This is an optimization exercise on Yosys and OpenROAD, whose aim is small area and a short achievable clock period, not a production implementation. The RTL was checked by simulation tests, not by an equivalence proof against the original design.

==> flow/design.v (outline; a module is shown in full before it is edited, if it fits) <==
// module Integrator: 862 lines
// module Integrator_fa: 6 lines
// module Integrator_xnor1: 5 lines
// module Integrator_or1: 5 lines
// module Integrator_ha: 6 lines
// module Integrator_han: 6 lines
// module Integrator_xor: 5 lines
// module Integrator_maj: 5 lines
// module Integrator_mux: 5 lines
// module Integrator_aoi: 5 lines
// module Integrator_inv: 5 lines
// module Integrator_nand: 5 lines
// module Integrator_nor: 5 lines
// module Integrator_oai: 5 lines
// module Integrator_xnor: 5 lines
module Integrator
          (clk,
           reset,
           In,
           Out);
  // ...
==> flow/flow/run.sh <==
#!/bin/bash
# Layout flow: the standard synthesis and ORFS layout (standard.sh) with two
# changes to how the layout is made:
#  - the input and output ports get plain buffer cells (buffer_ports
#    -buffer_cell) instead of the delay cells buffer_ports picks by itself;
#  - clock tree synthesis adds no dummy loads (-dont_use_dummy_load); the
#    other CTS arguments are the ones ORFS builds from config.mk.
# Each step's full output goes to a log file here (ORFS keeps its own per-step
# logs under orfs/logs).
set -euo pipefail
export BUFFER_PORTS_ARGS="-buffer_cell sky130_fd_sc_hd__buf_2"
export CTS_ARGS="-sink_clustering_enable -repair_clock_nets -sink_clustering_size 30 -sink_clustering_max_diameter 100 -buf_list {sky130_fd_sc_hd__clkbuf_4 sky130_fd_sc_hd__clkbuf_8} -dont_use_dummy_load"
bash standard.sh synth > run_synth.log 2>&1
bash standard.sh > run_layout.log 2>&1
==> flow/standard.sh <==
#!/bin/bash
# synth_recipe.tcl (not shown) runs the flow's synth.tcl, then flattens the netlist and writes it again
# the make line also repeats each setting of config.mk as NAME=value (left out here)
make -C /OpenROAD-flow-scripts/flow DESIGN_CONFIG=/design/flow/config.mk WORK_HOME=/design/flow/orfs CLKGATE_MAP_FILE= SYNTH_SCRIPT=/design/flow/synth_recipe.tcl "${@:-finish}"
==> flow/config.mk <==
export PLATFORM = sky130hd
export DESIGN_NAME = Integrator
export DESIGN_NICKNAME = Integrator
export VERILOG_FILES = /design/flow/design.v
export SDC_FILE = /design/flow/constraint.sdc
export NUM_CORES = 4
export LEC_CHECK = 0
export CAP_MARGIN = 20
export CORE_MARGIN = 2
export CORE_UTILIZATION = 40
export CTS_BUF_LIST = sky130_fd_sc_hd__clkbuf_4 sky130_fd_sc_hd__clkbuf_8
export CTS_CLUSTER_DIAMETER = 100
export CTS_CLUSTER_SIZE = 30
export PLACE_DENSITY = 0.85
export SETUP_SLACK_MARGIN = 4.7
export SLEW_MARGIN = 20
export SYNTH_HIERARCHICAL = 1
export SYNTH_MINIMUM_KEEP_SIZE = 0
==> flow/constraint.sdc <==
create_clock -name core_clock -period 14.0 [get_ports {clk}]
set_input_delay 2.8000 -clock core_clock [delete_from_list [all_inputs] [get_ports {clk}]]
set_output_delay 2.8000 -clock core_clock [all_outputs]
set_load 0.01 [all_outputs]
==> impl_results.md, run 1 <==
* Worst Setup EP: Out[15]
* Port buffer count at 44
* Mux share of post-synthesis cell area at 0
* Antenna cells at 0
* Clk sinks at 87
* Top cells by count, synth: fa_1 (130), dfrtp_1 (87), nor2_1 (66), inv_1 (63), nand2_1 (48)
* Met1 WL at between 5000 and 6000 um
* FF-to-FF path depth at 17
* Mean routed wirelength per cell at 16.3 um
* CP bufs+invs at 5
* Initial Util at 0.413
* CP max stage delay at around 0.66 ns
* Layout cells sized above 1 at 0.225
* WL met3 at 363 um
* Crit path cell chain: buf_8 > clkinvlp_4 > fa_1 > fa_2 > fa_2 > fa_2 > nor2_4 > nor2_4 > inv_1 > nor2_1 > inv_1 > o21ai_1 > a21oi_2 > xnor2_2 > buf_2
* Layout non-clock buf frac at 0.0510
* Status: complete, no violations
* DRT iter0 DRCs at 247
* Sequential share of cell area at 0.294
* DR pass1 iterations at 4
* Total negative setup slack at 0 ns
* Post-synthesis register bit count at 87
* Clk_skew at between 0.02 and 0.03 ns
* Fill count at 1396
* Final Non-Filler Cells at 808
* CP Data Arrival Time at 6.47 ns
* Initial antenna violation count at 0
==> inputs of run 2 (changes only) <==
--- a/flow/config.mk
+++ b/flow/config.mk
@@ -13,5 +13,5 @@
 export CTS_CLUSTER_SIZE = 30
 export PLACE_DENSITY = 0.85
-export SETUP_SLACK_MARGIN = 4.7
+export SETUP_SLACK_MARGIN = 4
 export SLEW_MARGIN = 20
 export SYNTH_HIERARCHICAL = 1
==> impl_results.md, run 2 <==
* Clk_skew at 0.0230 ns (was 0.0252 ns)
* Commonest non-fill, non-tap cell in the layout: fa_1 (unchanged)
* Total CTS buffers at 9 (unchanged)
* Core area at 16000 um^2 (unchanged)
* Status: complete, no violations (unchanged)
* Port buffer count at 44 (unchanged)
* Worst Hold Class: reg2reg (unchanged)
* DRT iter0 DRCs at 210 (was 247)
* Post-layout util at 0.442 (was 0.463)
* Share of the synthesized area in the top cell type at 0.394 (unchanged)
* DRC viols at 0 (unchanged)
* Num rows at 46 (unchanged)
* Met1 WL at 5370 um (was 5530 um)
* First-pass GRT wire length at 21100 um (was 21200 um)
* Tmin final at 9.33 ns (was 9.27 ns)
* Antenna cells at 0 (unchanged)
* Fin. Hold Viols at 0 (unchanged)
* Cell taking the most area after synthesis: fa_1 (unchanged)
* Total negative setup slack at 0 ns (unchanged)
* Setup Crit Path Kind: in2out (unchanged)
* Clk sinks at 87 (unchanged)
* Post-CTS Hold Buffers at 0 (unchanged)
* Total GRT Usage at 0.155 (about the same)
* Yosys warns at 7 (unchanged)
* GPL Wtd Cong at 0.856 (unchanged)
* Bufs on Longest Clock Path at 2 (unchanged)
* Worst Tran Pin Value at 0.703 ns (was 0.721 ns)
* Antenna-violating nets left at 0 (unchanged)
* Vias in the first global route at 4257 (was 4263)
* Hpwl dp at 10400 um (unchanged)
* RSZ-0062 raised after global routing: false (was true)
* CP Capture Type: output pin (unchanged)
* Mapped Cells at 543 (unchanged)
* Nets at 745 (was 762)
* Cell Area, Synth at 6610 um^2 (unchanged)
* Startpoint types: input port (unchanged)
* Worst EP required at 11.20 ns (about the same)
* H-tree levels at 3 (unchanged)
* Synth cell types at 14 (unchanged)
* Final setup violation count at 0 (unchanged)
* Initial Util at 0.413 (unchanged)
* Worst-skew pair later-pin latency at 0.36 ns (was 0.37 ns)
* WL final at 12100 um (was 13100 um)
* DR pass1 iterations at 4 (unchanged)
* Via count at 3661 (was 3848)
* CTS tree: yes (unchanged)
* Worst-path clk slew at 0.06 ns (was 0.07 ns)
* Largest net degree at the start of global routing at 57 (unchanged)
* Worst-path fanout max at 5 (was 4)
* Number of placed I/O pins at 46 (unchanged)
* Synth Flop Type: dfrtp_1 (unchanged)
* Slew headroom at 0.531 (was 0.519)
* Fmax at 107 MHz (was 108 MHz)
* CP Data Arrival Time at 6.53 ns (was 6.47 ns)
* Vias per inst at 4.63 (was 4.76)
* Initial antenna violation count at 0 (unchanged)
* CTS Root Cell: clkbuf_8 (unchanged)
* Most common cell in the netlist: fa_1 (unchanged)
* Top cells by count, synth: fa_1 (130), dfrtp_1 (87), nor2_1 (66), inv_1 (63), nand2_1 (48) (unchanged)
* Total grt overflow at 0 (unchanged)
* Setup Buffers After CTS at 0 (was 1)
* Uppermost layer routed: met4 (unchanged)
* Largest cells by area after synthesis: fa_1 (39%), dfrtp_1 (33%), xor2_1 (4.6%) (unchanged)
* Post-synthesis register bit count at 87 (unchanged)
* Area added between synthesis and finish at 6.93% (was 12.2%)
* Most frequent cells in the layout: fa_1 (130), dfrtp_1 (87), nor2_1 (66), inv_1 (62), nand2_1 (48) (was fa_1 (121), dfrtp_1 (87), inv_1 (55), nor2_1 (53), nand2_1 (45))
* Max Cap Violations at 0 (unchanged)
* Layout cells sized above 1 at 0.130 (was 0.225)
* Final Non-Filler Cells at 791 (was 808)
* Die Wd at 133 um (unchanged)
* Sequential fraction of the synthesis area at 0.330 (unchanged)
* Post-synth EDFFs at 0 (unchanged)
* CTS resizes at 0 (was 1)
* Slew Viols, Final at 0 (unchanged)
* Fin crit share at 0.667 (was 0.662)
* Mean post-synth cell area at 12.2 um^2 (unchanged)
* Die Ht at 133 um (unchanged)
* DIE AREA at 17600 um^2 (unchanged)
* Placed cells at 782 (unchanged)
* WL met2 at 6260 um (was 6910 um)
* WL met3 at 238 um (was 363 um)
* Async set-reset flop share out of synthesis at 1.00 (unchanged)
* Regs by FF count: y1 (22), y2 (22) (unchanged)
* Post-Syn Nets at 711 (unchanged)
* Mean routed wirelength per cell at 15.3 um (was 16.3 um)
-- run 2: final timing paths --
path                                  start               end  slack, ns  depth (start not counted)
setup reg to reg            x1[1]$_DFF_PP0_   v[15]$_DFF_PP0_       7.70                         17
hold reg to reg            y1[11]$_DFF_PP0_  y2[11]$_DFF_PP0_       0.35                          0
min in group asynchronous             reset   y1[7]$_DFF_PP0_       2.47                          2
setup / recovery                      In[9]           Out[19]       4.67                         15
max in group asynchronous             reset  y2[19]$_DFF_PP0_      10.46                          3
hold / removal             y1[11]$_DFF_PP0_  y2[11]$_DFF_PP0_       0.35                          0
-- run 2: cell families (layout without fill, tap and decap cells) --
| kind of cell | count (synthesis) | after routing | share of synthesized area |
|---|---|---|---|
| adders and majority gates | 144 | 144 | 0.420 |
| and+or+nand+nor | 119 | 119 | 0.0693 |
| DFF | 87 | 87 | 0.330 |
| buffers and inverters | 85 | 117 | 0.0608 |
| AOI/OAI and AO/OA | 61 | 61 | 0.0576 |
| xor gates and xnor gates | 47 | 47 | 0.0623 |
-- run 2: routing by layer --
layer	vias up	track usage
li1	1691	-
met1	1902	0.205
met2	49	0.267
met3	19	0.0222
met4	0	0.0454
met5	-	0
-- run 2: metrics by stage --
step	area (um^2)	worst slack (ns)	hold slack, ns
floorplan	6610	5.17	0.331
global placement	6940	4.68	0.333
detailed placement	6940	4.69	0.335
CTS	7060	4.65	0.351
global route	7060	4.35	0.353
finish	7060	4.67	0.349
-- run 2: Yosys stat by module (local to each module, per instance), excerpt --
module           times used  cells  cell area, um^2
Integrator_nand          48      1             3.75
Integrator_or1            3      1             6.26
Integrator_nor           65      1             3.75
Integrator_inv           17      1             3.75
Integrator_xnor           7      1             8.76
Integrator_fa           130      1             20.0
Integrator_xor           35      1             8.76
-- run 2: area by class of cell --
| cell class | count | area, um^2 |
|---|---|---|
| Fill cell | 1465 | 8940 |
| Multi-Input combinational cell | 371 | 4030 |
| Sequential cell | 87 | 2180 |
| Tap cell | 216 | 270 |
| Inverter | 63 | 238 |
| Timing Repair Buffer | 45 | 228 |
| Clock buffer | 9 | 124 |
-- run 2: worst max-delay path, cell delays in order --
cell     delay [ns]
buf_2          0.13
inv_1          0.22
fa_1           0.48
fa_1           0.40
fa_1           0.59
fa_1           0.49
nor2_1         0.19
nor2_1         0.10
a21oi_2        0.24
o21ai_1        0.15
a21oi_2        0.17
inv_1          0.10
a21oi_2        0.13
xnor2_1        0.15
buf_2          0.17

==> what the ideal ports hide <==
The flow's constraints put no driver on any port. The routed layouts listed below were extracted and timed again, unchanged, in two steps. Step 1 (the two cells are an assumption about what drives the block):
set clk [get_ports {clk}]
set_driving_cell -lib_cell sky130_fd_sc_hd__clkbuf_16 $clk
set_driving_cell -lib_cell sky130_fd_sc_hd__buf_2 [delete_from_list [all_inputs] $clk]
Step 2 adds t to the input delays and takes it off the output delays; t is the mean of the earliest and latest rising clock arrival at the registers after step 1. Input paths then give back, and output paths get back, about the clock's delay inside the block. Slacks: no drivers / after step 1 / after step 2; pairs: no drivers / after step 1.
run | shift t [ns] | setup slack, ns | latest minus earliest clock arrival (ns) | worst register clock-pin slew, ns
run 1 | 0.384 | 4.725 / 4.644 / 4.644 | 0.028 / 0.029 | 0.10 / 0.10
run 2 | 0.378 | 4.667 / 4.635 / 4.635 | 0.024 / 0.024 | 0.09 / 0.09
After both steps every run listed still meets setup and hold. The setup slack of run 1, which loses most, moves by -0.081 ns with the drivers and by -0.081 ns with both steps.
